From an optimization exercise on the open Yosys and OpenROAD flow, aimed at small area; shortcuts taken in it are not production practice.
Only simulation tests tie the RTL to the original design; equivalence was not proved.
No activity file was given, so power comes from the tool's default toggle rates.

File: design/flow/design.v
module bmp280_spi_uart_v2005
#(
  parameter CLK_HZ = 50000,
  parameter BAUD   = 5000,
  parameter SCK_HZ = 12500
)(
  input  wire clk,
  input  wire rst_n,
  output wire spi_csn,
  output wire spi_sck,
  output wire spi_mosi,
  input  wire spi_miso,
  output wire uart_tx
);
  reg [6:0] g;                  
  wire [5:0] t = g[5:0];
  wire eow = (t == 6'd63);
  reg [6:0] pc;
  reg [7:0] j;
  reg first, f2;
  wire [1:0] cls;
  wire [4:0] xs;
  wire [3:0] ys;
  wire [3:0] ki;
  wire [2:0] msrc;
  wire [3:0] jc;
  wire [1:0] jend;
  wire mmul;
  wire fsub;
  wire clr;
  wire mdiv;
  wire mdve;
  wire md10;
  wire conv;
  wire isT;
  wire [1:0] subm;
  wire dA;
  wire dB;
  wire dC;
  wire dD;
  wire [1:0] bw;
  wire bsx;
  wire tinv;
  wire ltsign;
  wire lnz;
  wire ldsign;
  wire nzg;
  wire [7:0] chr;
  wire [1:0] ctype;
  wire [2:0] spit;
  wire lastpc;
  assign cls[0] = (pc == 7'd1) | (pc == 7'd19) | (pc == 7'd28) | (pc == 7'd29) | (pc == 7'd30) | (pc == 7'd32) | (pc == 7'd34) | (pc == 7'd35) | (pc == 7'd36) | (pc == 7'd103);
  assign cls[1] = (pc == 7'd0) | (pc == 7'd2) | (pc == 7'd3) | (pc == 7'd4) | (pc == 7'd5) | (pc == 7'd6) | (pc == 7'd7) | (pc == 7'd8) | (pc == 7'd9) | (pc == 7'd10) | (pc == 7'd11) | (pc == 7'd12) | (pc == 7'd13) | (pc == 7'd14) | (pc == 7'd15) | (pc == 7'd16) | (pc == 7'd17) | (pc == 7'd18) | (pc == 7'd19) | (pc == 7'd20) | (pc == 7'd21) | (pc == 7'd22) | (pc == 7'd23) | (pc == 7'd24) | (pc == 7'd25) | (pc == 7'd26) | (pc == 7'd27) | (pc == 7'd28) | (pc == 7'd30) | (pc == 7'd32) | (pc == 7'd34) | (pc == 7'd36) | (pc == 7'd83) | (pc == 7'd84) | (pc == 7'd85) | (pc == 7'd86) | (pc == 7'd87) | (pc == 7'd88) | (pc == 7'd89) | (pc == 7'd90) | (pc == 7'd91) | (pc == 7'd92) | (pc == 7'd93) | (pc == 7'd94) | (pc == 7'd95) | (pc == 7'd96) | (pc == 7'd97) | (pc == 7'd98) | (pc == 7'd99) | (pc == 7'd100) | (pc == 7'd101) | (pc == 7'd102);
  assign xs[0] = (pc == 7'd38) | (pc == 7'd39) | (pc == 7'd43) | (pc == 7'd52) | (pc == 7'd57) | (pc == 7'd59) | (pc == 7'd65) | (pc == 7'd66) | (pc == 7'd68) | (pc == 7'd69) | (pc == 7'd71) | (pc == 7'd73) | (pc == 7'd75) | (pc == 7'd78) | (pc == 7'd79) | (pc == 7'd80) | (pc == 7'd82);
  assign xs[1] = (pc == 7'd37) | (pc == 7'd41) | (pc == 7'd47) | (pc == 7'd57) | (pc == 7'd65) | (pc == 7'd66) | (pc == 7'd67) | (pc == 7'd68) | (pc == 7'd71) | (pc == 7'd75) | (pc == 7'd77) | (pc == 7'd80) | (pc == 7'd82);
  assign xs[2] = (pc == 7'd41) | (pc == 7'd50) | (pc == 7'd52) | (pc == 7'd54) | (pc == 7'd57) | (pc == 7'd65) | (pc == 7'd67) | (pc == 7'd68) | (pc == 7'd69) | (pc == 7'd71);
  assign xs[3] = (pc == 7'd45) | (pc == 7'd52) | (pc == 7'd54) | (pc == 7'd57) | (pc == 7'd65) | (pc == 7'd67) | (pc == 7'd68) | (pc == 7'd75) | (pc == 7'd77) | (pc == 7'd79);
  assign xs[4] = (pc == 7'd37) | (pc == 7'd38) | (pc == 7'd46) | (pc == 7'd66);
  assign ys[0] = (pc == 7'd19) | (pc == 7'd28) | (pc == 7'd30) | (pc == 7'd32) | (pc == 7'd34) | (pc == 7'd36) | (pc == 7'd37) | (pc == 7'd38) | (pc == 7'd39) | (pc == 7'd42) | (pc == 7'd44) | (pc == 7'd48) | (pc == 7'd51) | (pc == 7'd55) | (pc == 7'd56) | (pc == 7'd57) | (pc == 7'd59) | (pc == 7'd62) | (pc == 7'd65) | (pc == 7'd68) | (pc == 7'd72) | (pc == 7'd74) | (pc == 7'd77) | (pc == 7'd81);
  assign ys[1] = (pc == 7'd19) | (pc == 7'd28) | (pc == 7'd30) | (pc == 7'd32) | (pc == 7'd34) | (pc == 7'd36) | (pc == 7'd40) | (pc == 7'd45) | (pc == 7'd49) | (pc == 7'd52) | (pc == 7'd53) | (pc == 7'd58) | (pc == 7'd60) | (pc == 7'd62) | (pc == 7'd64) | (pc == 7'd66) | (pc == 7'd70) | (pc == 7'd75) | (pc == 7'd76) | (pc == 7'd78) | (pc == 7'd81);
  assign ys[2] = (pc == 7'd19) | (pc == 7'd28) | (pc == 7'd30) | (pc == 7'd32) | (pc == 7'd34) | (pc == 7'd36) | (pc == 7'd37) | (pc == 7'd38) | (pc == 7'd39) | (pc == 7'd44) | (pc == 7'd55) | (pc == 7'd57) | (pc == 7'd61) | (pc == 7'd67) | (pc == 7'd75);
  assign ys[3] = (pc == 7'd46) | (pc == 7'd50) | (pc == 7'd59) | (pc == 7'd66) | (pc == 7'd80) | (pc == 7'd82);
  assign ki[0] = (pc == 7'd40) | (pc == 7'd48) | (pc == 7'd53) | (pc == 7'd55) | (pc == 7'd74) | (pc == 7'd75);
  assign ki[1] = (pc == 7'd44) | (pc == 7'd53) | (pc == 7'd55) | (pc == 7'd57) | (pc == 7'd74) | (pc == 7'd76);
  assign ki[2] = (pc == 7'd48) | (pc == 7'd51) | (pc == 7'd55) | (pc == 7'd57);
  assign ki[3] = (pc == 7'd56) | (pc == 7'd74) | (pc == 7'd75) | (pc == 7'd76);
  assign msrc[0] = (pc == 7'd40) | (pc == 7'd48) | (pc == 7'd51) | (pc == 7'd53) | (pc == 7'd56) | (pc == 7'd62) | (pc == 7'd74) | (pc == 7'd76);
  assign msrc[1] = (pc == 7'd40) | (pc == 7'd48) | (pc == 7'd51) | (pc == 7'd53) | (pc == 7'd56) | (pc == 7'd74) | (pc == 7'd76);
  assign msrc[2] = (pc == 7'd60);
  assign jc[0] = (pc == 7'd2) | (pc == 7'd3) | (pc == 7'd4) | (pc == 7'd5) | (pc == 7'd6) | (pc == 7'd7) | (pc == 7'd8) | (pc == 7'd9) | (pc == 7'd10) | (pc == 7'd11) | (pc == 7'd12) | (pc == 7'd13) | (pc == 7'd14) | (pc == 7'd15) | (pc == 7'd16) | (pc == 7'd17) | (pc == 7'd20) | (pc == 7'd21) | (pc == 7'd22) | (pc == 7'd23) | (pc == 7'd24) | (pc == 7'd25) | (pc == 7'd26) | (pc == 7'd29) | (pc == 7'd39) | (pc == 7'd43) | (pc == 7'd47) | (pc == 7'd48) | (pc == 7'd50) | (pc == 7'd59) | (pc == 7'd61) | (pc == 7'd71) | (pc == 7'd73) | (pc == 7'd75) | (pc == 7'd81) | (pc == 7'd82) | (pc == 7'd83) | (pc == 7'd84) | (pc == 7'd85) | (pc == 7'd86) | (pc == 7'd87) | (pc == 7'd88) | (pc == 7'd89) | (pc == 7'd90) | (pc == 7'd91) | (pc == 7'd92) | (pc == 7'd93) | (pc == 7'd94) | (pc == 7'd95) | (pc == 7'd96) | (pc == 7'd97) | (pc == 7'd98) | (pc == 7'd99) | (pc == 7'd100) | (pc == 7'd101);
  assign jc[1] = (pc == 7'd2) | (pc == 7'd3) | (pc == 7'd4) | (pc == 7'd5) | (pc == 7'd6) | (pc == 7'd7) | (pc == 7'd8) | (pc == 7'd9) | (pc == 7'd10) | (pc == 7'd11) | (pc == 7'd12) | (pc == 7'd13) | (pc == 7'd14) | (pc == 7'd15) | (pc == 7'd16) | (pc == 7'd17) | (pc == 7'd20) | (pc == 7'd21) | (pc == 7'd22) | (pc == 7'd23) | (pc == 7'd24) | (pc == 7'd25) | (pc == 7'd26) | (pc == 7'd35) | (pc == 7'd41) | (pc == 7'd43) | (pc == 7'd48) | (pc == 7'd52) | (pc == 7'd55) | (pc == 7'd61) | (pc == 7'd79) | (pc == 7'd82) | (pc == 7'd83) | (pc == 7'd84) | (pc == 7'd85) | (pc == 7'd86) | (pc == 7'd87) | (pc == 7'd88) | (pc == 7'd89) | (pc == 7'd90) | (pc == 7'd91) | (pc == 7'd92) | (pc == 7'd93) | (pc == 7'd94) | (pc == 7'd95) | (pc == 7'd96) | (pc == 7'd97) | (pc == 7'd98) | (pc == 7'd99) | (pc == 7'd100) | (pc == 7'd101) | (pc == 7'd103);
  assign jc[2] = (pc == 7'd0) | (pc == 7'd2) | (pc == 7'd3) | (pc == 7'd4) | (pc == 7'd5) | (pc == 7'd6) | (pc == 7'd7) | (pc == 7'd8) | (pc == 7'd9) | (pc == 7'd10) | (pc == 7'd11) | (pc == 7'd12) | (pc == 7'd13) | (pc == 7'd14) | (pc == 7'd15) | (pc == 7'd16) | (pc == 7'd17) | (pc == 7'd18) | (pc == 7'd19) | (pc == 7'd20) | (pc == 7'd21) | (pc == 7'd22) | (pc == 7'd23) | (pc == 7'd24) | (pc == 7'd25) | (pc == 7'd26) | (pc == 7'd27) | (pc == 7'd28) | (pc == 7'd29) | (pc == 7'd31) | (pc == 7'd33) | (pc == 7'd34) | (pc == 7'd39) | (pc == 7'd41) | (pc == 7'd43) | (pc == 7'd47) | (pc == 7'd48) | (pc == 7'd50) | (pc == 7'd52) | (pc == 7'd55) | (pc == 7'd59) | (pc == 7'd73) | (pc == 7'd75) | (pc == 7'd83) | (pc == 7'd84) | (pc == 7'd85) | (pc == 7'd86) | (pc == 7'd87) | (pc == 7'd88) | (pc == 7'd89) | (pc == 7'd90) | (pc == 7'd91) | (pc == 7'd92) | (pc == 7'd93) | (pc == 7'd94) | (pc == 7'd95) | (pc == 7'd96) | (pc == 7'd97) | (pc == 7'd98) | (pc == 7'd99) | (pc == 7'd100) | (pc == 7'd101) | (pc == 7'd102);
  assign jc[3] = (pc == 7'd2) | (pc == 7'd3) | (pc == 7'd4) | (pc == 7'd5) | (pc == 7'd6) | (pc == 7'd7) | (pc == 7'd8) | (pc == 7'd9) | (pc == 7'd10) | (pc == 7'd11) | (pc == 7'd12) | (pc == 7'd13) | (pc == 7'd14) | (pc == 7'd15) | (pc == 7'd16) | (pc == 7'd17) | (pc == 7'd20) | (pc == 7'd21) | (pc == 7'd22) | (pc == 7'd23) | (pc == 7'd24) | (pc == 7'd25) | (pc == 7'd26) | (pc == 7'd29) | (pc == 7'd35) | (pc == 7'd57) | (pc == 7'd61) | (pc == 7'd71) | (pc == 7'd83) | (pc == 7'd84) | (pc == 7'd85) | (pc == 7'd86) | (pc == 7'd87) | (pc == 7'd88) | (pc == 7'd89) | (pc == 7'd90) | (pc == 7'd91) | (pc == 7'd92) | (pc == 7'd93) | (pc == 7'd94) | (pc == 7'd95) | (pc == 7'd96) | (pc == 7'd97) | (pc == 7'd98) | (pc == 7'd99) | (pc == 7'd100) | (pc == 7'd101) | (pc == 7'd102) | (pc == 7'd103);
  assign jend[0] = 1'b0;
  assign jend[1] = (pc == 7'd44);
  assign mmul = (pc == 7'd40) | (pc == 7'd42) | (pc == 7'd44) | (pc == 7'd48) | (pc == 7'd49) | (pc == 7'd51) | (pc == 7'd53) | (pc == 7'd56) | (pc == 7'd58) | (pc == 7'd60) | (pc == 7'd72) | (pc == 7'd74) | (pc == 7'd76);
  assign fsub = (pc == 7'd40) | (pc == 7'd42) | (pc == 7'd44) | (pc == 7'd48) | (pc == 7'd49) | (pc == 7'd51) | (pc == 7'd53) | (pc == 7'd56) | (pc == 7'd58) | (pc == 7'd60) | (pc == 7'd72) | (pc == 7'd74) | (pc == 7'd76);
  assign clr = (pc == 7'd40) | (pc == 7'd42) | (pc == 7'd44) | (pc == 7'd48) | (pc == 7'd49) | (pc == 7'd51) | (pc == 7'd53) | (pc == 7'd60) | (pc == 7'd62) | (pc == 7'd72) | (pc == 7'd74) | (pc == 7'd76);
  assign mdiv = (pc == 7'd62);
  assign mdve = (pc == 7'd63);
  assign md10 = (pc == 7'd80) | (pc == 7'd82);
  assign conv = (pc == 7'd79) | (pc == 7'd80) | (pc == 7'd81) | (pc == 7'd82);
  assign isT = (pc == 7'd82);
  assign subm[0] = (pc == 7'd37) | (pc == 7'd38) | (pc == 7'd39) | (pc == 7'd46) | (pc == 7'd64) | (pc == 7'd80) | (pc == 7'd82);
  assign subm[1] = (pc == 7'd61) | (pc == 7'd64);
  assign dA = (pc == 7'd38) | (pc == 7'd40) | (pc == 7'd42) | (pc == 7'd44) | (pc == 7'd45) | (pc == 7'd48) | (pc == 7'd49) | (pc == 7'd51) | (pc == 7'd53) | (pc == 7'd55) | (pc == 7'd56) | (pc == 7'd57) | (pc == 7'd58) | (pc == 7'd59) | (pc == 7'd60) | (pc == 7'd62) | (pc == 7'd65) | (pc == 7'd66) | (pc == 7'd68) | (pc == 7'd70) | (pc == 7'd72) | (pc == 7'd74) | (pc == 7'd76) | (pc == 7'd77) | (pc == 7'd78) | (pc == 7'd79) | (pc == 7'd80) | (pc == 7'd81) | (pc == 7'd82);
  assign dB = (pc == 7'd37) | (pc == 7'd43) | (pc == 7'd46) | (pc == 7'd47) | (pc == 7'd67) | (pc == 7'd71) | (pc == 7'd73) | (pc == 7'd75);
  assign dC = (pc == 7'd39) | (pc == 7'd41) | (pc == 7'd48) | (pc == 7'd50) | (pc == 7'd52) | (pc == 7'd56) | (pc == 7'd59) | (pc == 7'd61) | (pc == 7'd64);
  assign dD = (pc == 7'd54) | (pc == 7'd69);
  assign bw[0] = (pc == 7'd37) | (pc == 7'd43) | (pc == 7'd46);
  assign bw[1] = (pc == 7'd47);
  assign bsx = (pc == 7'd42) | (pc == 7'd48) | (pc == 7'd49) | (pc == 7'd51) | (pc == 7'd56) | (pc == 7'd58) | (pc == 7'd65);
  assign tinv = (pc == 7'd81);
  assign ltsign = (pc == 7'd69);
  assign lnz = (pc == 7'd54);
  assign ldsign = (pc == 7'd61);
  assign nzg = (pc == 7'd79);
  assign chr[0] = (pc == 7'd3) | (pc == 7'd9) | (pc == 7'd11) | (pc == 7'd17) | (pc == 7'd20) | (pc == 7'd22) | (pc == 7'd84) | (pc == 7'd85) | (pc == 7'd93) | (pc == 7'd101);
  assign chr[1] = (pc == 7'd2) | (pc == 7'd5) | (pc == 7'd9) | (pc == 7'd13) | (pc == 7'd14) | (pc == 7'd18) | (pc == 7'd27) | (pc == 7'd89) | (pc == 7'd102);
  assign chr[2] = (pc == 7'd3) | (pc == 7'd13) | (pc == 7'd17) | (pc == 7'd21) | (pc == 7'd22) | (pc == 7'd83) | (pc == 7'd84) | (pc == 7'd85) | (pc == 7'd89) | (pc == 7'd93) | (pc == 7'd101);
  assign chr[3] = (pc == 7'd3) | (pc == 7'd6) | (pc == 7'd11) | (pc == 7'd18) | (pc == 7'd20) | (pc == 7'd22) | (pc == 7'd24) | (pc == 7'd27) | (pc == 7'd84) | (pc == 7'd85) | (pc == 7'd89) | (pc == 7'd93) | (pc == 7'd101) | (pc == 7'd102);
  assign chr[4] = (pc == 7'd4) | (pc == 7'd5) | (pc == 7'd6) | (pc == 7'd7) | (pc == 7'd9) | (pc == 7'd10) | (pc == 7'd13) | (pc == 7'd14) | (pc == 7'd15) | (pc == 7'd16) | (pc == 7'd17) | (pc == 7'd22) | (pc == 7'd23) | (pc == 7'd24) | (pc == 7'd83) | (pc == 7'd84) | (pc == 7'd92) | (pc == 7'd93) | (pc == 7'd100);
  assign chr[5] = (pc == 7'd5) | (pc == 7'd6) | (pc == 7'd7) | (pc == 7'd8) | (pc == 7'd12) | (pc == 7'd13) | (pc == 7'd14) | (pc == 7'd15) | (pc == 7'd16) | (pc == 7'd17) | (pc == 7'd22) | (pc == 7'd23) | (pc == 7'd24) | (pc == 7'd84) | (pc == 7'd85) | (pc == 7'd89) | (pc == 7'd91) | (pc == 7'd93);
  assign chr[6] = (pc == 7'd2) | (pc == 7'd3) | (pc == 7'd4) | (pc == 7'd9) | (pc == 7'd10) | (pc == 7'd11) | (pc == 7'd13) | (pc == 7'd20) | (pc == 7'd21) | (pc == 7'd24) | (pc == 7'd83) | (pc == 7'd92) | (pc == 7'd100);
  assign chr[7] = 1'b0;
  assign ctype[0] = (pc == 7'd85) | (pc == 7'd86) | (pc == 7'd87) | (pc == 7'd88) | (pc == 7'd90) | (pc == 7'd94) | (pc == 7'd95) | (pc == 7'd96) | (pc == 7'd97) | (pc == 7'd98) | (pc == 7'd99);
  assign ctype[1] = (pc == 7'd25) | (pc == 7'd26) | (pc == 7'd85);
  assign spit[0] = (pc == 7'd28) | (pc == 7'd32) | (pc == 7'd36);
  assign spit[1] = (pc == 7'd30) | (pc == 7'd32);
  assign spit[2] = (pc == 7'd34) | (pc == 7'd36);
  assign lastpc = (pc == 7'd103);
  wire cbit = ((pc == 7'd46) & ((t == 6'd10) | (t == 6'd12) | (t == 6'd13) | (t == 6'd14) | (t == 6'd15) | (t == 6'd16))) | ((pc == 7'd50) & ((t == 6'd47))) | ((pc == 7'd57) & ((t == 6'd16) | (t == 6'd17) | (t == 6'd18) | (t == 6'd19) | (t == 6'd20) | (t == 6'd21) | (t == 6'd22) | (t == 6'd23) | (t == 6'd24) | (t == 6'd25) | (t == 6'd26) | (t == 6'd27) | (t == 6'd28) | (t == 6'd29) | (t == 6'd30) | (t == 6'd31) | (t == 6'd32) | (t == 6'd33) | (t == 6'd34) | (t == 6'd35) | (t == 6'd36) | (t == 6'd37) | (t == 6'd38) | (t == 6'd39) | (t == 6'd40) | (t == 6'd41) | (t == 6'd42) | (t == 6'd43) | (t == 6'd44) | (t == 6'd45) | (t == 6'd46) | (t == 6'd47) | (t == 6'd48) | (t == 6'd49) | (t == 6'd50) | (t == 6'd51) | (t == 6'd52) | (t == 6'd53) | (t == 6'd54) | (t == 6'd55) | (t == 6'd56) | (t == 6'd57) | (t == 6'd58) | (t == 6'd59) | (t == 6'd60) | (t == 6'd61) | (t == 6'd62) | (t == 6'd63))) | ((pc == 7'd65) & ((t == 6'd10) | (t == 6'd12) | (t == 6'd13) | (t == 6'd14) | (t == 6'd15) | (t == 6'd16))) | ((pc == 7'd68) & ((t == 6'd8)));
  reg [7:0] jsn;
  always @* case (jc)
    4'd0: jsn = 8'd0;
    4'd1: jsn = 8'd3;
    4'd2: jsn = 8'd5;
    4'd3: jsn = 8'd11;
    4'd4: jsn = 8'd15;
    4'd5: jsn = 8'd16;
    4'd6: jsn = 8'd17;
    4'd7: jsn = 8'd33;
    4'd8: jsn = 8'd35;
    4'd9: jsn = 8'd52;
    4'd10: jsn = 8'd55;
    4'd11: jsn = 8'd64;
    4'd12: jsn = 8'd75;
    4'd13: jsn = 8'd199;
    default: jsn = j;    
  endcase
  reg [63:0] A, B, C;
  reg [31:0] D;                 
  reg [191:0] KR;               
  reg Aprev, sxf, ks, mcap, m, cy, c5, rsign, sgn, nz;
  reg [2:0] r5;
  reg [3:0] dg;
  wire isALU  = (cls == 2'd0);
  wire isCHAR = (cls == 2'd2);
  wire isSPI  = (cls == 2'd3);
  wire raw    = (spit == 3'd5);
  wire bitend = raw ? eow : (t[4:0] == 5'd31);
  wire sbits  = isSPI;
  assign spi_csn = ~sbits;
  assign spi_sck = sbits & (raw ? t[5] : t[4]);
  reg [7:0] cmdb, datb; reg [4:0] cmdpos;
  always @* begin
    case (spit)
      3'd0: begin cmdb = 8'hD0; datb = 8'h00; cmdpos = 5'd1;  end
      3'd1: begin cmdb = 8'h60; datb = 8'hB6; cmdpos = 5'd1;  end
      3'd2: begin cmdb = 8'h88; datb = 8'h00; cmdpos = 5'd24; end
      3'd3: begin cmdb = 8'h74; datb = 8'h27; cmdpos = 5'd1;  end
      3'd4: begin cmdb = 8'h75; datb = 8'h00; cmdpos = 5'd1;  end
      default: begin cmdb = 8'hF7; datb = 8'h00; cmdpos = 5'd6; end
    endcase
  end
  assign spi_mosi = (j[7:3] == cmdpos) ? cmdb[j[2:0]] : ((j[7:3] == 5'd0) ? datb[j[2:0]] : 1'b0);
  wire calw = sbits & ((spit == 3'd0) | (spit == 3'd2)) & ~(j[7] & j[6]) & t[4] & (t[3:0] == {~j[3], j[2:0]});
  wire rawt = sbits & raw & (t == j[5:0] + 6'd13);
  wire rawA = rawt & (j[7:3] < 5'd3);                          
  wire rawB = rawt & ((j[7:3] == 5'd5) | (j[7:3] == 5'd4) | (j[7:3] == 5'd3));    
  wire last = (j == (jend[1] ? 8'd12 : 8'd0));
  reg adv;
  always @* begin
    adv = 1'b0;
    case (cls)
      2'd0, 2'd1: adv = eow & last;
      2'd2: adv = (g == 7'd127);
      default: adv = bitend & (j == 8'd0);    
    endcase
  end
  always @(posedge clk or negedge rst_n) begin
    if (!rst_n) begin
      g <= 7'd0; pc <= 7'd0;
    end else begin
      g <= g + 7'd1;
      if (adv) pc <= lastpc ? 7'd36 : pc + 7'd1;
    end
  end
  always @(posedge clk) begin : seq
      case (cls)
        2'd0, 2'd1: if (eow & ~last) j <= j - 8'd1;
        2'd2: if ((g == 7'd63) & (ctype[1] ^ ctype[0])) j <= j - 8'd1;    
        default: if (bitend) j <= j - 8'd1;
      endcase
      if (adv) begin
        j <= jsn; first <= 1'b1; f2 <= 1'b0;
      end else if (eow) begin first <= 1'b0; f2 <= first; end
  end
  wire [11:0] kout;
  genvar gi;
  generate for (gi = 0; gi < 12; gi = gi + 1) begin : kr
    assign kout[gi] = KR[16*gi+15];
    wire we = calw & (j[7:4] == (4'd11 - gi));
    always @(posedge clk) KR[16*gi +: 16] <= {KR[16*gi +: 15], we ? spi_miso : KR[16*gi+15]};
  end endgenerate
  wire ko  = kout[ki];
  wire ksg = (ki != 4'd0) & (ki != 4'd3);      
  wire lo16 = (t[5:4] == 2'b00);
  wire kst = lo16 ? ko : (ksg & ks);
  wire muldiv = mmul | mdiv;
  wire [4:0] xe = muldiv ? ((f2 & clr) ? 5'd0 : 5'd2) : xs;
  wire setup = muldiv & first;           
  reg xr, xm;
  always @* begin
    case (xe)
      5'd1:  xr = A[63];
      5'd2:  xr = (t == 6'd0) ? (mdiv & m) : Aprev;
      5'd3:  xr = A[62];
      5'd4:  xr = A[55];
      5'd5:  xr = A[54];
      5'd6:  xr = A[52];
      5'd7:  xr = A[50];
      5'd8:  xr = A[49];
      5'd9:  xr = A[47];
      5'd10: xr = A[44];
      5'd11: xr = A[38];
      5'd12: xr = A[30];
      5'd13: xr = A[11];
      5'd14: xr = A[1];
      5'd15: xr = cbit;
      5'd16: xr = (t[5] == 1'b0) ? A[63] : sxf;
      5'd17: xr = A[43];
      5'd18: xr = A[42];
      5'd19: xr = (t == 6'd0) ? 1'b0 : Aprev;
      default: xr = 1'b0;
    endcase
    case (xe)
      5'd3:  xm = (t == 6'd63);
      5'd4:  xm = (t >= 6'd56);
      5'd7:  xm = (t >= 6'd51);
      5'd9:  xm = t[5] | ~nz;
      5'd10: xm = (t >= 6'd45);
      5'd11: xm = (t >= 6'd39);
      5'd12: xm = (t >= 6'd31);
      5'd13: xm = (t < 6'd12);
      5'd14: xm = (t < 6'd2);
      5'd17: xm = (t >= 6'd17);
      5'd18: xm = (t >= 6'd16);
      5'd19: xm = (t >= 6'd33);
      default: xm = 1'b0;
    endcase
  end
  wire X = xr & ~xm;
  wire tiv = tinv & sgn;
  wire dgs = (t == 6'd0) ? dg[1] : (t == 6'd1) ? dg[2] : (t == 6'd2) ? dg[3] : 1'b0;
  reg yr;
  always @* case (ys)
    4'd1: yr = (bsx & (t > 6'd32)) ? sxf : B[63];
    4'd2: yr = C[63];
    4'd3: yr = ~t[5] & (D[31] ^ tiv);
    4'd4: yr = A[63];
    4'd5: yr = kst;
    4'd6: yr = (t < 6'd12) ? 1'b0 : (t < 6'd28) ? KR[16*9+11] : ks;
    4'd7: yr = spi_miso;
    4'd8: yr = md10 ? dgs : cbit;
    4'd9: yr = (t >= 6'd31) & (t <= 6'd50) & B[53];
    4'd10: yr = (t >= 6'd33) & (t <= 6'd40) & B[63];
    default: yr = 1'b0;
  endcase
  reg sub;
  always @* begin
    if (mmul) sub = f2 & fsub;
    else if (mdiv) sub = f2 | ~rsign;
    else case (subm) 2'd1: sub = 1'b1; 2'd2: sub = rsign; 2'd3: sub = sgn; default: sub = 1'b0; endcase
  end
  wire yg  = mmul ? (yr & m) : yr;
  wire Y   = yg ^ sub;
  wire cin = (t == 6'd0) ? (sub | tiv) : cy;
  wire Z   = X ^ Y ^ cin;
  wire q   = Z ^ A[1] ^ c5;
  wire W   = md10 ? q : Z;
  wire [2:0] msel = msrc;
  wire [7:0] jn = j - 8'd1;
  reg mbit;
  wire c3125 = (t == 6'd0) | (t == 6'd1) | (t == 6'd3) | (t == 6'd6) | (t == 6'd7) | (t == 6'd8) | (t == 6'd9) | (t == 6'd12) | (t == 6'd13) | (t == 6'd14) | (t == 6'd15);
  always @* case (msel)
    3'd0: mbit = (bsx & (t > 6'd32)) ? sxf : B[63]; 3'd1: mbit = C[63]; 3'd3: mbit = kst; default: mbit = c3125;
  endcase
  wire capt = (t == jn[5:0]);
  wire digst = isALU & md10 & (t[5:2] == (isT ? {2'b10, ~j[1:0]} : {1'b0, ~j[2:0]}));
  wire qwr   = isALU & ((mdiv & ~first & ~f2 & (t == j[5:0] + 6'd1)) | (mdve & (t == 6'd0)));
  wire bwin  = (bw == 2'd0) | ((bw == 2'd1) & (t <= 6'd32)) | ((bw == 2'd2) & (t >= 6'd33) & (t <= 6'd40));
  wire weA = (isALU & dA & ~setup) | rawA;
  wire weB = (isALU & dB & bwin) | digst | rawB;
  wire weC = (isALU & dC & ~setup) | qwr;
  wire weD = isALU & dD & ~t[5];
  always @(posedge clk) begin
    A  <= {A[62:0], weA ? W : A[63]};
    B  <= {B[62:0], weB ? (digst ? dg[t[1:0]] : W) : B[63]};
    C  <= {C[62:0], weC ? (qwr ? ~rsign : W) : C[63]};
    D  <= {D[30:0], weD ? W : D[31]};
  end
  reg [2:0] r5n; reg [2:0] wt;
  wire [3:0] r5s = {1'b0, r5} + {1'b0, wt};
  always @* begin
    case (t[1:0]) 2'd0: wt = 3'd1; 2'd1: wt = 3'd2; 2'd2: wt = 3'd4; default: wt = 3'd3; endcase
    if (t == 6'd0) r5n = {2'b00, W};
    else if (!W) r5n = r5;
    else r5n = r5s[3:0] >= 4'd5 ? r5s - 4'd5 : r5s[2:0];
  end
  wire [3:0] crt = (r5[0] == A[62]) ? {1'b0, r5} : ({1'b0, r5} + 4'd5);
  always @(posedge clk) begin
    Aprev <= A[63];
    cy <= (X & Y) | (X & cin) | (Y & cin);
    c5 <= ~eow & ((q & A[1]) | (q & c5) | (A[1] & c5));
    if (bsx ? (t == 6'd32) : (t == 6'd31)) sxf <= bsx ? B[63] : A[63];
    if (t == 6'd15) ks <= ko;
    if (capt) mcap <= mbit;
    if (eow) m <= (jn[5:0] == 6'd63) ? mbit : mcap;
    if (eow) rsign <= W;
    if (isALU & ldsign & (t == 6'd0)) sgn <= rsign;
    else if (isALU & ltsign & (t == 6'd31)) sgn <= W;
    if (isALU & lnz) nz <= (t == 6'd0) ? W : (nz | W);
    r5 <= r5n;
    if (isALU & conv & eow) dg <= crt;
    else if (isCHAR & g[6] & (t[5:2] == j[3:0])) dg <= {(j[3:2] == 2'b11) ? kout[11] : B[63], dg[3:1]};
  end
  reg [2:0] bidx;
  always @* begin
    if (g < 7'd24) bidx = 3'd0;
    else if (g < 7'd35) bidx = 3'd1;
    else if (g < 7'd46) bidx = 3'd2;
    else if (g < 7'd57) bidx = 3'd3;
    else if (g < 7'd68) bidx = 3'd4;
    else if (g < 7'd79) bidx = 3'd5;
    else if (g < 7'd90) bidx = 3'd6;
    else bidx = 3'd7;
  end
  wire hexa = dg[3] & (dg[2] | dg[1]);
  wire [7:0] chv = (ctype == 2'd1 || (ctype == 2'd2 && !hexa)) ? {4'h3, dg} :
                   (ctype == 2'd2) ? {4'h4, dg + 4'd7} : chr;
  wire emit = isCHAR & ~((ctype == 2'd3) & ~sgn) & (pc != 7'd0);
  wire ustart = (g < 7'd13);
  wire ustop  = (g >= 7'd101);
  assign uart_tx = ~emit | (~ustart & (ustop | chv[bidx]));
endmodule
File: design/flow/flow/run.sh
#!/bin/bash
# Own layout flow:
#  1. the standard synthesis (standard.sh synth), unchanged;
#  2. its combinational logic re-mapped for area with a stronger ABC script
#     (resynth.ys, opt.abc: ABC's &deepsyn, tried with four random seeds in
#     parallel, the smallest result kept); every register instance is kept as
#     it is, same name and cell;
#  3. the standard layout from that netlist, with clock tree synthesis
#     using clkbuf_4 clusters and no dummy loads.
# Each tool's output goes to a log file of its own in this folder.
set -euo pipefail
W=$PWD
R=$W/orfs/results/$FLOW_PLATFORM/bmp280_spi_uart_v2005/base
L=$W/orfs/logs/$FLOW_PLATFORM/bmp280_spi_uart_v2005/base
bash standard.sh synth > log_1_standard_synth.txt 2>&1
cp "$R/1_2_yosys.v" "$W/synth_standard.v"
LIB=$FLOW_HOME/platforms/$FLOW_PLATFORM/lib/sky130_fd_sc_hd__tt_025C_1v80.lib
DU=$(grep -o -- '-dont_use [A-Za-z0-9_]*' "$L/1_2_yosys.log" | sort -u | tr '\n' ' ')
YOSYS=$FLOW_HOME/../tools/install/yosys/bin/yosys
[ -x "$YOSYS" ] || YOSYS=yosys
for s in 0; do
  sed -e "s|@SEED@|$s|g" flow/opt.abc > "$W/opt_$s.abc"
  sed -e "s|@LIB@|$LIB|g" -e "s|@DU@|$DU|g" -e "s|@IN@|$W/synth_standard.v|g" \
      -e "s|@OUT@|$W/synth_resynth_$s.v|g" -e "s|@ABC@|$W/opt_$s.abc|g" -e "s|@TOP@|$FLOW_TOP|g" \
      flow/resynth.ys > "$W/resynth_run_$s.ys"
  "$YOSYS" -s "$W/resynth_run_$s.ys" > "log_2_resynth_$s.txt" 2>&1 &
done
wait
best=""; bestarea=""
for s in 0; do
  a=$(grep 'Chip area' "log_2_resynth_$s.txt" | tail -1 | awk '{print $NF}')
  echo "seed $s area $a" >> log_2_resynth_pick.txt
  if [ -n "$a" ] && [ -s "$W/synth_resynth_$s.v" ]; then
    if [ -z "$best" ] || awk "BEGIN{exit !($a < $bestarea)}"; then best=$s; bestarea=$a; fi
  fi
done
echo "picked seed $best area $bestarea" >> log_2_resynth_pick.txt
cp "$W/synth_resynth_$best.v" "$R/1_2_yosys.v"
rm -f "$R/1_synth.odb" "$R/1_synth.sdc"
bash standard.sh "CTS_ARGS=-sink_clustering_enable -repair_clock_nets -dont_use_dummy_load -buf_list sky130_fd_sc_hd__clkbuf_4 -sink_clustering_size 11 -sink_clustering_max_diameter 40" finish > log_3_standard_layout.txt 2>&1
File: design/flow/flow/opt.abc
&get -n
&deepsyn -T 300 -S 0
&put
dch -f
amap
strash
dch -f
amap
topo
File: design/flow/flow/resynth.ys
# Re-map the combinational logic of the standard synthesis netlist for area.
# Register cells are kept as hierarchy (not flattened), so every register
# instance keeps its name and cell type.
read_liberty -ignore_miss_func @LIB@
read_verilog @IN@
hierarchy -top @TOP@
setattr -mod -set keep_hierarchy 1 sky130_fd_sc_hd__df* sky130_fd_sc_hd__edf* sky130_fd_sc_hd__sdf* sky130_fd_sc_hd__dl* sky130_fd_sc_hd__conb*
flatten
opt_clean
abc -liberty @LIB@ @DU@ -script @ABC@ @TOP@
opt_clean -purge
splitnets
opt_clean -purge
hilomap -singleton -hicell sky130_fd_sc_hd__conb_1 HI -locell sky130_fd_sc_hd__conb_1 LO
select @TOP@
stat -liberty @LIB@
write_verilog -noattr -nohex -nodec -selected @OUT@
File: design/flow/standard.sh
#!/bin/bash
# synth_recipe.tcl (not shown) runs the flow's synth.tcl, then flattens the netlist and writes it again
# the make line also repeats each setting of config.mk as NAME=value (left out here)
make -C /OpenROAD-flow-scripts/flow DESIGN_CONFIG=/design/flow/config.mk WORK_HOME=/design/flow/orfs CLKGATE_MAP_FILE= SYNTH_SCRIPT=/design/flow/synth_recipe.tcl "${@:-finish}"
File: design/flow/config.mk
export PLATFORM = sky130hd
export DESIGN_NAME = bmp280_spi_uart_v2005
export DESIGN_NICKNAME = bmp280_spi_uart_v2005
export VERILOG_FILES = /design/flow/design.v
export SDC_FILE = /design/flow/constraint.sdc
export NUM_CORES = 8
export LEC_CHECK = 0
export ABC_AREA = 1
export CAP_MARGIN = 20
export CORE_MARGIN = 2
export CORE_UTILIZATION = 55
export GPL_TIMING_DRIVEN = 0
export PLACE_DENSITY = 0.7
export SLEW_MARGIN = 20
export SYNTH_MEMORY_MAX_BITS = 16384
File: design/flow/constraint.sdc
create_clock -name core_clock -period 1000.0 [get_ports {clk}]
set_input_delay 200.0000 -clock core_clock [delete_from_list [all_inputs] [get_ports {clk}]]
set_output_delay 200.0000 -clock core_clock [all_outputs]
set_load 0.01 [all_outputs]
==> flow_results.org, run 1 <==
** CTS
- CTS placed an instance of clkbuf_4 at the clock tree root.
- Counting every sink on the clock net gives 457.
- At the later pin of the worst-skew pair, clock insertion delay measures approximately 0.70 ns.
- CTS H-Tree Depth :: 2
- Once the clock tree was built, the setup fixing pass inserted 0 buffers.
- CTS tree :: built
- In this run, CTS created clock tree buffers numbering 53.
- Hold-fix buffer count after cts :: 0
- In this run the deepest clock path goes through 3 buffers.
- Clock-pin slew was measured on the worst setup and hold paths at 0.09 ns.
- Gates resized during post-CTS repair numbered 0.

** Placed design
- The congestion estimate from routability-driven global placement came to roughly 1.0.
- During placement, the flow inserted port buffers numbering 6.
- Including well taps, the total number of placed cells is around 1500.
- The HPWL after detailed placement is 25500 µm.

** Status
- The run finished with no timing, DRC or antenna violations.

** Setup path
- Top cell by count, worst path :: nor2_1
- Register-to-register setup slack :: 989.75 ns
- In this design, the largest share of critical-path delay is due to buffers and inverters.
- The worst setup path is launched from a flip-flop.
- On the worst path, the slowest cell contributes a delay of 0.99 ns.
- At the worst endpoint, the arrival time is around 7.1 ns.
- The number of buffers and inverters on the critical path is 4.
- Crit. End Element :: output pin
- Critical Path Slowest Stage Cell :: dfrtp_1
- Worst Path Class, Setup :: flip-flop to output pin
- Walking the worst path, the cells encountered are clkinv_1 -> nor2_1 -> clkinv_1 -> nor2_1 -> o21ai_0 -> o21ai_0 -> clkinv_1 -> nor2_1 -> o21ai_0 -> a31oi_1 -> a22oi_1 -> a21oi_1 -> nor2_1 -> a21oi_1 -> o2111ai_1 -> clkdlybuf4s50_1.
- Required time worst endpoint :: 800.00 ns
- Maximum fanout count along the critical path :: 19

** Drt
- Starting DRT DRC Count :: ~1000
- Average vias per placed instance :: 5.83
- DR DRC count :: 0
- First-pass iteration count of the detailed router :: 5
- Wires add up to 35000 µm.
- The final route contains 9130 vias.
- Number of nets still failing antenna checks after routing :: 0
- Dividing the detail-routed wire length by the instance count gives roughly 22 µm.

** Floorplan
- The region available for standard cell placement spans 0.0234 mm².
- The floorplan step set the die width to 158 µm.
- The floorplan step set the die height to ~160 µm.
- The initial utilization of the core area, before any placement, comes to 0.558.
- In this run the core area contains 56 standard-cell rows.
- Die area :: 0.0250 mm²
- 7 I/O pins were placed.

** Final layout
- Number of fill cells in the layout :: around 2000
- Net count of the finished layout :: 1250
- The multi-input combinational cells in the finished layout cover a total of 0.00323 mm².
- Across the whole layout, storage elements account for 0.00942 mm².
- The finished layout holds 1565 standard cells, fillers aside.
- Layout Area Growth over Synthesis :: 6.68%
- In the final layout, the share of cells above drive strength 1 is 0.0442.

** Pwr
- Power spread over the standard cell area amounts to approximately 1.9 mW/mm².
- LEAKAGE :: around 5 nW
- IR analysis of the VDD net gives a maximum drop of between 0.0015 and 0.002 mV.

** GRT
- Via count of the first global-routing pass :: 8738
- Global-route wire length before repair :: 52700 µm
- The initial antenna violation count is 2.
- Entering global routing, the biggest net connects 21 pins.
- Total global routing overflow :: 0
- GR Util All Layers :: 0.287

** Yosys
- Mapped cell area :: between 0.01 and 0.015 mm²
- Post-Synthesis Net Count :: 1189
- Synthesis produced 1186 cells.
- For this run, the number of Yosys warnings is 1.
- Mapped Avg Cell Area :: 11.0 µm²

** STA
- The max-slew violation count is 0.
- The number of hold-slack violations in the final timing report was 0.
- Min cycle time layout :: 207.14 ns
- Number of setup violations in the final report :: 0
- Headroom to the max-slew limit came out at 0.301.
- Setup repair after global routing missed its margin :: false
- Clock tree skew after final layout :: roughly 0.095 ns
- Timing would allow up to 4.83 MHz.
- Worst-margin pin slew :: about 1.0 ns
- Final clock period utilization by the worst path :: 0.207
- Aggregate negative setup slack :: 0 ns

** Worst hold path
- In this run the worst hold path is classified as flip-flop to flip-flop.

** Run
- Maximum capacitance violations :: 0
-- registers in the layout (all words and copies together), names as in the netlist, 3 cells and up --
signal / cells
KR: 192
A: 64
B: 64
C: 64
D: 32
j: 8
g: 7
pc: 7
dg: 4
r5: 3
-- routing by layer --
metal | track usage | share of wire | vias to the layer above
met1 | 0.389 | 0.43 | 4315
li1 | - | - | 4226
met5 | 0 | 0 | -
met2 | 0.449 | 0.44 | 467
met4 | 0.130 | 0.046 | 0
met3 | 0.0539 | 0.079 | 122
-- worst paths after layout --
check | end | startpoint | cells past startpoint
worst max-delay path | uart_tx | pc[1]$_DFFE_PN0N_ | 16
worst min-delay path | A[33]$_DFF_P_ | A[32]$_DFF_P_ | 0
worst max register to register | B[0]$_DFF_P_ | pc[3]$_DFFE_PN0N_ | 32
worst min register to register | A[33]$_DFF_P_ | A[32]$_DFF_P_ | 0
max in group asynchronous | g[5]$_DFF_PN0_ | rst_n | 1
min in group asynchronous | g[3]$_DFF_PN0_ | rst_n | 1
-- cell type report --
class / count / area share
diodes: 1 / 0.000180
clock buffers: 53 / 0.0286
inverters: 112 / 0.0302
multi-input cells: 617 / 0.232
flip-flops and latches: 457 / 0.676
well taps: 319 / 0.0286
repair buffers: 6 / 0.00431
-- layout by cell type (no fill, tap or decap), types with 4 or more instances in the layout --
cell type          n
clkinv_1         112
clkbuf_4          53
a221oi_1           4
o21ai_0           82
o21a_1             6
o31ai_1            7
o32ai_1            7
dfxtp_1          423
nand2_1           73
nor4_1             9
a222oi_1           4
a21oi_1           53
or3_1             16
a31oi_1           19
or2_0              5
clkdlybuf4s50_1    6
o22ai_1           26
nor3_1            45
o211ai_1           5
and3_1             4
nor2b_1            5
a22oi_1            8
o2111ai_1          5
o22a_1             6
o221ai_1           4
dfrtp_1           14
nand3_1           11
a2111oi_0          4
edfxtp_1          20
nor2_1           171
a211oi_1           6
-- metrics by stage --
step	cell area, µm²	setup WS, ns	util	hold WS [ns]	power, mW
5_1_grt	13900	792.82	0.595	0.270	0.0267
4_1_cts	13900	793.14	0.595	0.266	0.0261
2_1_floorplan	13100	796.91	-	0.310	0.0187
6_report	13900	792.86	0.595	0.267	0.0258
3_5_place_dp	13500	793.91	0.578	0.312	0.0188
3_3_place_gp	13500	793.77	0.578	0.310	0.0188
-- power breakdown --
part,switching [mW],internal (mW)
sequential,0,0.0183
clock,0.00506,0.00243
combinational,0.0000278,0.00000821
total,0.00509,0.0207
==> inputs of run 2 (changes only) <==
--- a/design/flow/flow/run.sh
+++ b/design/flow/flow/run.sh
@@ -38,3 +38,3 @@
 cp "$W/synth_resynth_$best.v" "$R/1_2_yosys.v"
 rm -f "$R/1_synth.odb" "$R/1_synth.sdc"
-bash standard.sh "CTS_ARGS=-sink_clustering_enable -repair_clock_nets -dont_use_dummy_load -buf_list sky130_fd_sc_hd__clkbuf_4 -sink_clustering_size 11 -sink_clustering_max_diameter 40" finish > log_3_standard_layout.txt 2>&1
+bash standard.sh "CTS_ARGS=-sink_clustering_enable -repair_clock_nets -dont_use_dummy_load -buf_list sky130_fd_sc_hd__clkbuf_8 -sink_clustering_size 20 -sink_clustering_max_diameter 50" finish > log_3_standard_layout.txt 2>&1
==> flow_results.org, run 2 <==
** Placed design
- Cells after DPL :: 1511
- Input and output buffers added on the ports amount to 6.
- The congestion estimate from routability-driven global placement came to 1.04.
- Cell area after placement :: 0.0135 mm²
- Once detailed placement completed, the half-perimeter wirelength came to 25500 µm.

** Setup path
- For this run, the slowest stage of the critical path takes 0.98 ns.
- Maximum fanout count along the critical path :: 19
- For the worst setup path, the data arrival time is 6.97 ns.
- The number of buffers and inverters on the critical path is 4.
- Crit. End Element :: output pin
- STA classifies the critical path startpoint as a flip-flop.
- Critical Path Slowest Stage Cell :: dfrtp_1
- The cell that appears most often on the critical path is nor2_1.
- Worst Path Class, Setup :: flip-flop to output pin
- The signal on the critical path passes through clkinv_1 -> nor2_1 -> clkinv_1 -> nor2_1 -> o21ai_0 -> o21ai_0 -> clkinv_1 -> nor2_1 -> o21ai_0 -> a31oi_1 -> a22oi_1 -> a21oi_1 -> nor2_1 -> a21oi_1 -> o2111ai_1 -> clkdlybuf4s50_1.
- Data on the critical path is required at its endpoint by 800.00 ns.
- Critical path's top delay family :: buffers and inverters

** CTS
- Clock input transition at the sequential cells of the worst setup and hold paths :: 0.10 ns
- The tree built by TritonCTS fans out to 457 sinks.
- Hold-fix buffer count after cts :: 0
- The number of clock buffers added by TritonCTS is 34.
- TritonCTS built the clock tree.
- The clock tree synthesis step divided the H-tree into 2 levels.
- Number of buffers inserted by post-CTS setup repair :: 0
- Clock Path Buffers :: 3
- The clock reaches the later pin of the worst-skew pair after 0.56 ns.
- Clock tree root buffer cell :: clkbuf_8
- After clock tree synthesis, the repair step resized 0 gates.

** Final layout
- For this run, the number of standard cells in the final layout without fillers is around 1500.
- Commonest cells after routing, fill and taps aside :: dfxtp_1 (423), nor2_1 (171), clkinv_1 (112)
- Final standard cell utilization of the core :: 0.598
- Number of flip-flops in the largest register :: 192
- Final non-filler cell area :: 0.0140 mm²
- Most common cell after layout, fill and taps aside :: dfxtp_1
- More flip-flops sit in one register than any other, and that register is KR.
- Number of diodes added for antenna fixing :: 0
- The area growth from synthesis to layout is 7.20%.
- Net count of the finished layout :: ~1200
- Fraction of final layout cells sized beyond drive strength 1 :: 0.0294

** Worst hold path
- Worst min path class :: flip-flop to flip-flop

** Pwr
- Switch share :: 0.189
- For this design the total switching power over the nets is 4.99 µW.
- The share of total power dissipated in the clock network is 0.304.
- Share of total power in combinational logic :: 0.001
- LEAKAGE :: 5.11 nW
- For this design the ratio of total power to cell area is 1.88 mW/mm².
- Largest vdd supply drop :: 0.00179 mV
- Overall power :: 26.4 µW
- Internal power comes to 21.4 µW.
- Reg power frac :: 0.694

** Drt
- Detail Route met3 WL :: between 2000 and 3000 µm
- Detailed-routed wire length on met2 :: ~15000 µm
- Routed signal wires occupy layers up through met4.
- First-pass iteration count of the detailed router :: 7
- In the final routing, the length of wire on met1 measures around 15000 µm.
- Starting DRT DRC Count :: 978
- The detailed router placed roughly 9000 vias in this run.
- Number of nets still failing antenna checks after routing :: 0
- DR DRC count :: 0
- After detailed routing, the number of vias per cell comes to 5.83.
- After detailed routing, the average wire length per cell comes to 22.5 µm.
- After detailed routing, the total wire length is 34700 µm.

** Floorplan
- Die area :: 0.0250 mm²
- Top-level port count :: 7
- Core region area :: 0.0234 mm²
- Row generation in the floorplan step produced 56 rows.
- Die height :: 158 µm
- Chip Width :: 158 µm
- Initial cell density of the core :: 0.558

** STA
- Final clock period utilization by the worst path :: 0.207
- Setup repair after global routing left no endpoint under its margin.
- The clock arrives with 0.0949 ns of skew.
- At the pin with the least slew margin, the transition time is roughly 1.1 ns.
- In the final timing run, aggregate negative setup slack is 0 ns.
- The max-slew violation count is 0.
- Headroom to the max-slew limit came out at 0.255.
- Number of setup violations in the final report :: 0
- Min cycle time layout :: 206.97 ns
- Based on the critical path, the design can be clocked at up to slightly below 5 MHz.
- Final number of hold-violating endpoints :: 0

** Run
- Maximum capacitance violations :: 0

** Yosys
- A synthesized cell averages 11.0 µm².
- Cells after Synth :: 1186
- Synthesis produced a netlist with a net count of 1189.
- For this run, the number of Yosys warnings is 1.
- In this run the cell area of the synthesized design comes to 0.0131 mm².

** GRT
- GR Util All Layers :: 0.285
- Entering global routing, the biggest net connects 21 pins.
- Global-route wire length before repair :: 52300 µm
- The initial antenna violation count came to 1.
- The via count of the first global-routing pass came to 8571.
- Total global routing overflow :: 0

** Status
- The run finished with no timing, DRC or antenna violations.
[run 2: layer usage]
layer	global-route usage	up-vias
met1	0.389	4253
met2	0.448	465
li1	-	4169
met3	0.0515	122
met5	0	-
met4	0.122	0
[run 2: final timing paths]
| check | start | to | slack (ns) | cells past startpoint |
|---|---|---|---|---|
| max in group asynchronous | rst_n | g[5]$_DFF_PN0_ | 799.43 | 1 |
| min in group asynchronous | rst_n | pc[3]$_DFFE_PN0N_ | 199.93 | 1 |
| setup / recovery | pc[1]$_DFFE_PN0N_ | uart_tx | 793.03 | 16 |
| hold reg to reg | D[1]$_DFF_P_ | D[2]$_DFF_P_ | 0.29 | 0 |
| setup reg to reg | pc[3]$_DFFE_PN0N_ | B[0]$_DFF_P_ | 989.66 | 32 |
| hold / removal | D[1]$_DFF_P_ | D[2]$_DFF_P_ | 0.29 | 0 |
[run 2: area by class of cell]
cell class,count,area [µm²]
clock buffers,34,468
fillers,1984,9400
inverters,112,420
multi-input cells,617,3230
flip-flops and latches,457,9420
well taps,319,399
repair buffers,6,60.1
[run 2: power by group through the flow]
stage          Sequential [mW]  Clock (mW)  Combinational (mW)
2_1_floorplan           0.0187           0          0.00000625
3_3_place_gp            0.0187           0           0.0000356
3_5_place_dp            0.0187           0           0.0000369
4_1_cts                 0.0183     0.00827           0.0000371
5_1_grt                 0.0183     0.00887           0.0000394
6_report                0.0183     0.00803           0.0000366
[run 2: per-stage QoR]
step	setup slack, ns	hold slack, ns
finish	793.03	0.293
global route	793.00	0.289
CTS	793.30	0.290
detailed placement	793.91	0.312
global placement	793.77	0.310
floorplan	796.91	0.310
==> inputs of run 3 (changes only) <==
--- a/design/flow/flow/run.sh
+++ b/design/flow/flow/run.sh
@@ -19,5 +19,5 @@
 YOSYS=$FLOW_HOME/../tools/install/yosys/bin/yosys
 [ -x "$YOSYS" ] || YOSYS=yosys
-for s in 0; do
+for s in 0 1 2 3; do
   sed -e "s|@SEED@|$s|g" flow/opt.abc > "$W/opt_$s.abc"
   sed -e "s|@LIB@|$LIB|g" -e "s|@DU@|$DU|g" -e "s|@IN@|$W/synth_standard.v|g" \
@@ -28,5 +28,5 @@
 wait
 best=""; bestarea=""
-for s in 0; do
+for s in 0 1 2 3; do
   a=$(grep 'Chip area' "log_2_resynth_$s.txt" | tail -1 | awk '{print $NF}')
   echo "seed $s area $a" >> log_2_resynth_pick.txt
@@ -38,3 +38,3 @@
 cp "$W/synth_resynth_$best.v" "$R/1_2_yosys.v"
 rm -f "$R/1_synth.odb" "$R/1_synth.sdc"
-bash standard.sh "CTS_ARGS=-sink_clustering_enable -repair_clock_nets -dont_use_dummy_load -buf_list sky130_fd_sc_hd__clkbuf_8 -sink_clustering_size 20 -sink_clustering_max_diameter 50" finish > log_3_standard_layout.txt 2>&1
+bash standard.sh "CTS_ARGS=-sink_clustering_enable -repair_clock_nets -dont_use_dummy_load -buf_list sky130_fd_sc_hd__clkbuf_4 -sink_clustering_size 10 -sink_clustering_max_diameter 35" finish > log_3_standard_layout.txt 2>&1
==> design/flow/flow/opt.abc (replaced) <==
&get -n
&deepsyn -T 300 -S @SEED@
&put
dch -f
amap
strash
dch -f
amap
topo
==> flow_results.org, run 3 <==
** CTS
- Clock Path Buffers :: 3
- CTS tree :: built
- The root buffer cell chosen for the clock tree is clkbuf_4.
- In this run, post-CTS repair resized a total of 0 instances.
- The clock drives 457 sinks.
- After clock tree synthesis, the clock-pin slew on the worst setup and hold paths is 0.10 ns.
- Number of buffers inserted by post-CTS setup repair :: 0
- After clock tree synthesis, the flow added hold-fix buffers numbering 0.
- The clock tree synthesis step divided the H-tree into 2 levels.
- Cts bufs inserted :: 56
- Skew-Pair Late Insertion Delay :: 0.73 ns

** Final layout
- From synthesis to final layout, the design area changed by 6.83%.
- The library cell used most frequently in the layout, excluding fill and tap cells, is dfxtp_1.
- Register name with the most flops :: KR
- Commonest cells after routing, fill and taps aside :: dfxtp_1 (423), nor2_1 (179), clkinv_1 (104)
- At the end of the flow, the number of nets in the layout was 1244.
- In the final layout, the share of cells above drive strength 1 is 0.0460.
- Number of flip-flops in the largest register :: approximately 190
- Final standard cell utilization of the core :: 0.595

** STA
- In this run the tightest slew margin relative to its limit is 0.347.
- Final clock period utilization by the worst path :: 0.206
- Setup repair after global routing left no endpoint under its margin.
- Worst-margin pin slew :: 0.976 ns
- The routed design could run at a clock period as short as 206.03 ns.
- Clock tree skew after final layout :: 0.114 ns
- Aggregate negative setup slack :: 0 ns
- The max-slew violation count was 0.
- Number of setup violations in the final report :: 0
- Maximum frequency from static timing analysis :: about 4.9 MHz
- The number of hold-slack violations in the final timing report was 0.

** Setup path
- The critical path is of the flip-flop to output pin type.
- Required time worst endpoint :: 800.00 ns
- In this design, the largest share of critical-path delay is due to compound AO/OA/AOI/OAI gates.
- Data arrival time at the worst-slack endpoint :: 6.03 ns
- Traced cell by cell, the critical path runs through clkinv_1 -> nor2_1 -> nand2_1 -> o21ai_0 -> nor2_1 -> o21ai_1 -> a31oi_1 -> nor2_1 -> nor2_1 -> o21a_1 -> o32ai_1 -> o21a_1 -> nor2_1 -> o21ai_0 -> clkdlybuf4s50_1.
- For this design, the slowest cell found on the critical path is dfrtp_1.
- The critical path contains buffers and inverters numbering 2 combined.
- Maximum fanout count along the critical path :: 19
- Sort of element at the start of the critical path :: flip-flop
- For this run, the slowest stage of the critical path takes between 0.8 and 0.9 ns.
- Top cell by count, worst path :: nor2_1
- STA classifies the critical path endpoint as an output pin.

** GRT
- Global-route wire length before repair :: 51800 µm
- The initial antenna violation count is 1.
- Pin count of the biggest net entering global routing :: 20
- In the global route stage, overall resource usage came out at 0.284.
- Total global routing overflow :: 0
- Via count of the first global-routing pass :: ~8800

** Worst hold path
- The worst hold path belongs to the class flip-flop to flip-flop.

** Drt
- First-pass iteration count of the detailed router :: 6
- Routed length per instance :: 22.2 µm
- Average vias per placed instance :: a little under 6
- Number of nets still failing antenna checks after routing :: 0
- Summed over all layers, the routed wires come to roughly 35000 µm.
- Across all layers, the routed design uses 9174 vias.
- After detailed routing, the number of remaining DRC violations is 0.
- The first routing iteration left 1131 violations.

** Yosys
- Mapped cell area :: approximately 0.013 mm²
- Syn. warnings :: 1
- Post-Synthesis Net Count :: 1180
- Mapped Avg Cell Area :: about 11 µm²
- Cells after Synth :: 1177

** Status
- The run finished with no timing, DRC or antenna violations.

** Placed design
- At the end of routability-driven placement, the weighted congestion stood at 0.981.
- Summed over all nets, the half-perimeter wirelength after detailed placement is between 20000 and 30000 µm.
- Port buffering added 6 buffers.

** Pwr
- Cell area power density :: 1.87 mW/mm²
- Largest vdd supply drop :: 0.00193 mV
- LEAKAGE :: 5.13 nW

** Floorplan
- Chip Width :: 158 µm
- Core region area :: about 0.023 mm²
- The die covers 0.0249 mm².
- In this run the core area contains 56 standard-cell rows.
- The initial utilization of the core area, before any placement, comes to 0.557.
- Pin placement for this block handled 7 I/O pins.
- The die is 158 µm tall.

** Run
- Across the run, the number of max-cap violations was 0.
-- run 3: changes by cell type in the layout (fill, tap and decap cells not counted), moves of 5 or more --
| cell | before | now |
|---|---|---|
| nor3_1 | 45 | 35 |
| nor2_1 | 171 | 179 |
| clkbuf_4 | 0 | 56 |
| nand3_1 | 11 | 19 |
| clkinv_1 | 112 | 104 |
| o22a_1 | 6 | 13 |
| o221ai_1 | 4 | 9 |
| clkbuf_8 | 34 | 0 |
| nand2_1 | 73 | 78 |
| or3_1 | 16 | 6 |
-- run 3: layer usage --
layer	routed length (µm)	share of wire	GRT usage
met4	1440	0.042	0.117
met5	0	0	0
met2	14900	0.43	0.429
met3	3300	0.096	0.0709
met1	14900	0.43	0.390
-- run 3: report_power, final --
part | total [mW] | internal, mW | switching [mW] | leakage (nW)
logic | 0.0000267 | 0.00000725 | 0.0000183 | 1.12
clock network | 0.00763 | 0.00256 | 0.00507 | 0.258
registers | 0.0183 | 0.0183 | 0 | 3.75
-- run 3: area by class of cell --
class / count / area [µm²]
Inverter: 104 / 390
Timing Repair Buffer: 6 / 60.1
Sequential cell: 457 / 9420
Clock buffer: 56 / 420
Tap cell: 319 / 399
Multi-Input combinational cell: 616 / 3200
Antenna cell: 1 / 2.50
Fill cell: 1919 / 9440
-- run 3: worst paths after layout --
| path | startpoint | to | slack, ns | depth (start not counted) |
|---|---|---|---|---|
| worst min register to register | C[1]$_DFF_P_ | C[2]$_DFF_P_ | 0.31 | 0 |
| worst max-delay path | pc[0]$_DFFE_PN0N_ | uart_tx | 793.97 | 15 |
| max in group asynchronous | rst_n | pc[5]$_DFFE_PN0N_ | 799.61 | 1 |
| worst max register to register | pc[1]$_DFFE_PN0N_ | r5[2]$_SDFFE_PP0P_ | 989.99 | 31 |
| min in group asynchronous | rst_n | g[2]$_DFF_PN0_ | 199.77 | 1 |
| worst min-delay path | C[1]$_DFF_P_ | C[2]$_DFF_P_ | 0.31 | 0 |
-- run 3: stage by stage --
| stage | worst slack (ns) | hold slack (ns) | total power, mW | cells | area [µm²] |
|---|---|---|---|---|---|
| floorplan | 797.12 | 0.310 | 0.0187 | 1177 | 13000 |
| global placement | 794.56 | 0.310 | 0.0188 | 1502 | 13500 |
| detailed placement | 794.83 | 0.312 | 0.0188 | 1502 | 13500 |
| CTS | 794.11 | 0.306 | 0.0262 | 1558 | 13900 |
| global route | 793.69 | 0.314 | 0.0269 | 1559 | 13900 |
| finish | 793.97 | 0.309 | 0.0260 | 1559 | 13900 |
==> inputs of run 4 (changes only) <==
--- a/design/flow/flow/run.sh
+++ b/design/flow/flow/run.sh
@@ -3,5 +3,5 @@
 #  1. the standard synthesis (standard.sh synth), unchanged;
 #  2. its combinational logic re-mapped for area with a stronger ABC script
-#     (resynth.ys, opt.abc: ABC's &deepsyn, tried with four random seeds in
+#     (resynth.ys, opt.abc: ABC's &deepsyn, tried with eight random seeds in
 #     parallel, the smallest result kept); every register instance is kept as
 #     it is, same name and cell;
@@ -19,5 +19,5 @@
 YOSYS=$FLOW_HOME/../tools/install/yosys/bin/yosys
 [ -x "$YOSYS" ] || YOSYS=yosys
-for s in 0 1 2 3; do
+for s in 0 1 2 3 4 5 6 7; do
   sed -e "s|@SEED@|$s|g" flow/opt.abc > "$W/opt_$s.abc"
   sed -e "s|@LIB@|$LIB|g" -e "s|@DU@|$DU|g" -e "s|@IN@|$W/synth_standard.v|g" \
@@ -28,5 +28,5 @@
 wait
 best=""; bestarea=""
-for s in 0 1 2 3; do
+for s in 0 1 2 3 4 5 6 7; do
   a=$(grep 'Chip area' "log_2_resynth_$s.txt" | tail -1 | awk '{print $NF}')
   echo "seed $s area $a" >> log_2_resynth_pick.txt
==> flow_results.org, run 4 <==
** Status
- The run finished with no timing, DRC or antenna violations.

** STA
- Worst-margin pin slew :: 1.19 ns
- The max-slew violation count is 0.
- Relative slew margins :: 0.200
- The number of hold-slack violations in the final timing report is 0.
- Subtracting the final worst setup slack from the clock period gives 206.41 ns.
- Setup repair after global routing missed its margin :: false
- Maximum frequency from static timing analysis :: between 4 and 5 MHz
- Clock tree skew after final layout :: 0.0845 ns
- In the finished design, the share of the clock period the worst path needs comes to 0.206.
- Setup WS post-layout :: 793.59 ns
- Number of setup violations in the final report :: 0
- Aggregate negative setup slack :: 0 ns

** Setup path
- Data arrival time at the worst-slack endpoint :: 6.41 ns
- Maximum fanout count along the critical path :: 16
- Worst Path Class, Setup :: flip-flop to output pin
- Sort of element at the start of the critical path :: flip-flop
- Data on the critical path is required at its endpoint by 800.00 ns.
- The worst register-to-register path has a depth of 22.
- The largest single stage delay on the critical path is 0.81 ns.
- Critical path origin :: pc[3]$_DFFE_PN0N_
- Cell-by-cell trace of the critical path :: clkinv_1 -> nor2_1 -> clkinv_1 -> nor3_1 -> a311oi_2 -> nor2_1 -> or2_0 -> a311oi_1 -> nor4_1 -> a211oi_1 -> o32ai_1 -> a21oi_1 -> a31oi_1 -> nor3_1 -> o21ai_0 -> clkdlybuf4s50_1
- Among all stages on the critical path, the largest delay is contributed by dfrtp_1.
- Beginning of the worst register-to-register path :: pc[1]$_DFFE_PN0N_
- Crit. End Element :: output pin

** Yosys
- After synthesis, the mean cell area works out to 11.2 µm².
- Mapped cell area :: 0.0129 mm²
- Syn. warnings :: 1
- Synthesis handed over a netlist of ~1200 instances.
- Synthesis produced a netlist with a net count of about 1200.

** Placed design
- Buffers placed on the I/O ports in this run total 6.
- At the end of routability-driven placement, the weighted congestion stood at 0.988.
- Summed over all nets, the half-perimeter wirelength after detailed placement is 24700 µm.
- Pre-CTS WS :: just under 800 ns

** Drt
- DR DRC count :: 0
- Dividing the detail-routed via count by the number of cells gives 5.79.
- In the detailed route, the total length drawn on met2 is approximately 15000 µm.
- Top routing layer in use :: met4
- Summed over all layers, the routed wires come to 34000 µm.
- Starting DRT DRC Count :: slightly above 800
- Routed length per instance :: 22.1 µm
- Wire segments on met3 add up to 2900 µm in the final route.
- First-pass iteration count of the detailed router :: 6
- Via count of the routed design :: 8915
- Number of nets still failing antenna checks after routing :: 0
- In the final routing, the length of wire on met1 measures 14600 µm.

** Final layout
- Layout Area Growth over Synthesis :: 7.06%
- Number of flip-flops in the largest register :: around 190
- Register name with the most flops :: KR
- The library cell used most frequently in the layout, excluding fill and tap cells, is dfxtp_1.
- Fraction of final layout cells sized beyond drive strength 1 :: 0.0492
- The net count of the finished layout is 1225.
- The top cell types in the final layout, fill and taps aside, are dfxtp_1 (423), nor2_1 (180), clkinv_1 (99).

** Floorplan
- 7 I/O pins were placed.
- The die covers 0.0247 mm².
- The floorplan has 56 rows.
- Core region area :: 0.0233 mm²
- From bottom edge to top edge, the die measures between 150 and 200 µm.
- Chip Width :: 157 µm
- For this configuration, the core starts out at a cell density of 0.556.

** CTS
- Clock input transition at the sequential cells of the worst setup and hold paths :: 0.09 ns
- Clock latency on the worst-skew pair, taken at its later pin, is 0.71 ns.
- For this design, the CTS-stage hold fixing added 0 buffers.
- CTS H-Tree Depth :: 2
- The clock passes through at most 3 buffers.
- Number of buffers inserted by post-CTS setup repair :: 0
- The clock net in this run drives a total of 457 sinks.
- The tree is rooted in a clkbuf_4.
- CTS tree :: built
- After clock tree synthesis, the repair step resized 0 gates.
- Cts bufs inserted :: 57

** Worst hold path
- The startpoint identified for the worst hold timing path is A[53]$_DFF_P_.
- The tightest min-delay check is of the flip-flop to flip-flop type.
- Count of cells along the worst hold path :: 0

** GRT
- For this run, the total global-route usage over all layers was measured as 0.281.
- Via count of the first global-routing pass :: between 8000 and 9000
- Entering global routing, the biggest net connects 25 pins.
- Initial antenna violation count :: 2
- Global-route wire length before repair :: 51000 µm
- Total global routing overflow :: 0

** Pwr
- Largest vdd supply drop :: between 0.001 and 0.0015 mV
- In this run the static leakage power is 5.10 nW.
- Cell area power density :: between 1.5 and 2 mW/mm²

** Run
- Maximum capacitance violations :: 0
## run 4: metrics by stage
stage / std cells / power, mW / hold slack [ns] / area, µm² / util
6_report: 1540 / 0.0260 / 0.296 / 13800 / 0.595
2_1_floorplan: 1156 / 0.0187 / 0.310 / 12900 / -
3_5_place_dp: 1482 / 0.0188 / 0.312 / 13400 / 0.576
5_1_grt: 1540 / 0.0270 / 0.289 / 13800 / 0.595
4_1_cts: 1539 / 0.0263 / 0.293 / 13800 / 0.594
3_3_place_gp: 1481 / 0.0188 / 0.310 / 13400 / 0.575
## run 4: area by class of cell
cell class,instances,area (µm²)
repair buffers,7,70.1
multi-input cells,600,3150
well taps,319,399
diodes,1,2.50
flip-flops and latches,457,9420
inverters,99,372
fillers,1910,9430
clock buffers,57,428
## run 4: final timing paths
check	endpoint	slack (ns)
worst min-delay path	A[54]$_DFF_P_	0.30
worst max-delay path	uart_tx	793.59
worst max register to register	r5[1]$_SDFFE_PP0P_	991.08
max in group asynchronous	g[0]$_DFF_PN0_	799.73
min in group asynchronous	pc[5]$_DFFE_PN0N_	199.74
worst min register to register	A[54]$_DFF_P_	0.30
## run 4: metal layers
layer	global-route usage	vias to the layer above
met3	0.0683	120
met5	0	-
met2	0.422	465
li1	-	4149
met1	0.378	4181
met4	0.147	0
## run 4: worst max-delay path, delay by kind of cell, from the launching register on
family | cells | cell delay [ns]
AOI/OAI and AO/OA | 7 | 1.10
buffers and inverters | 3 | 1.53
DFF | 1 | 0.81
and+or+nand+nor | 6 | 2.24
## run 4: where the power goes
part           switching (mW)  internal, mW  leakage, nW
Sequential                  0        0.0183         3.79
Combinational       0.0000246    0.00000813         1.05
Clock                 0.00506       0.00261        0.262
Total                 0.00508        0.0209         5.10

[afterwards: timing with drivers on the ports]
In the flow no input, the clock included, has a driving cell. The finished layouts below were timed again as built, in two steps. Step 1 sets driving cells, clkbuf_16 on the clock port and buf_2 on the other inputs (assumed; they add their load-dependent delay and slew). Step 2 also shifts input and output timing later by t, the mid clock arrival at the registers, as if the neighbouring blocks saw the same clock. Three values: no drivers, after step 1, after step 2; two values: the first two.
run	shift t [ns]	slack for setup (ns)	worst register clock-pin slew, ns
run 1	0.693	792.864 / 792.822 / 793.514	0.11 / 0.11
run 2	0.562	793.029 / 792.982 / 793.544	0.11 / 0.11
run 3	0.718	793.974 / 793.934 / 794.652	0.10 / 0.10
run 4	0.715	793.592 / 793.550 / 794.264	0.10 / 0.10
After both steps setup and hold are still met in every run listed.
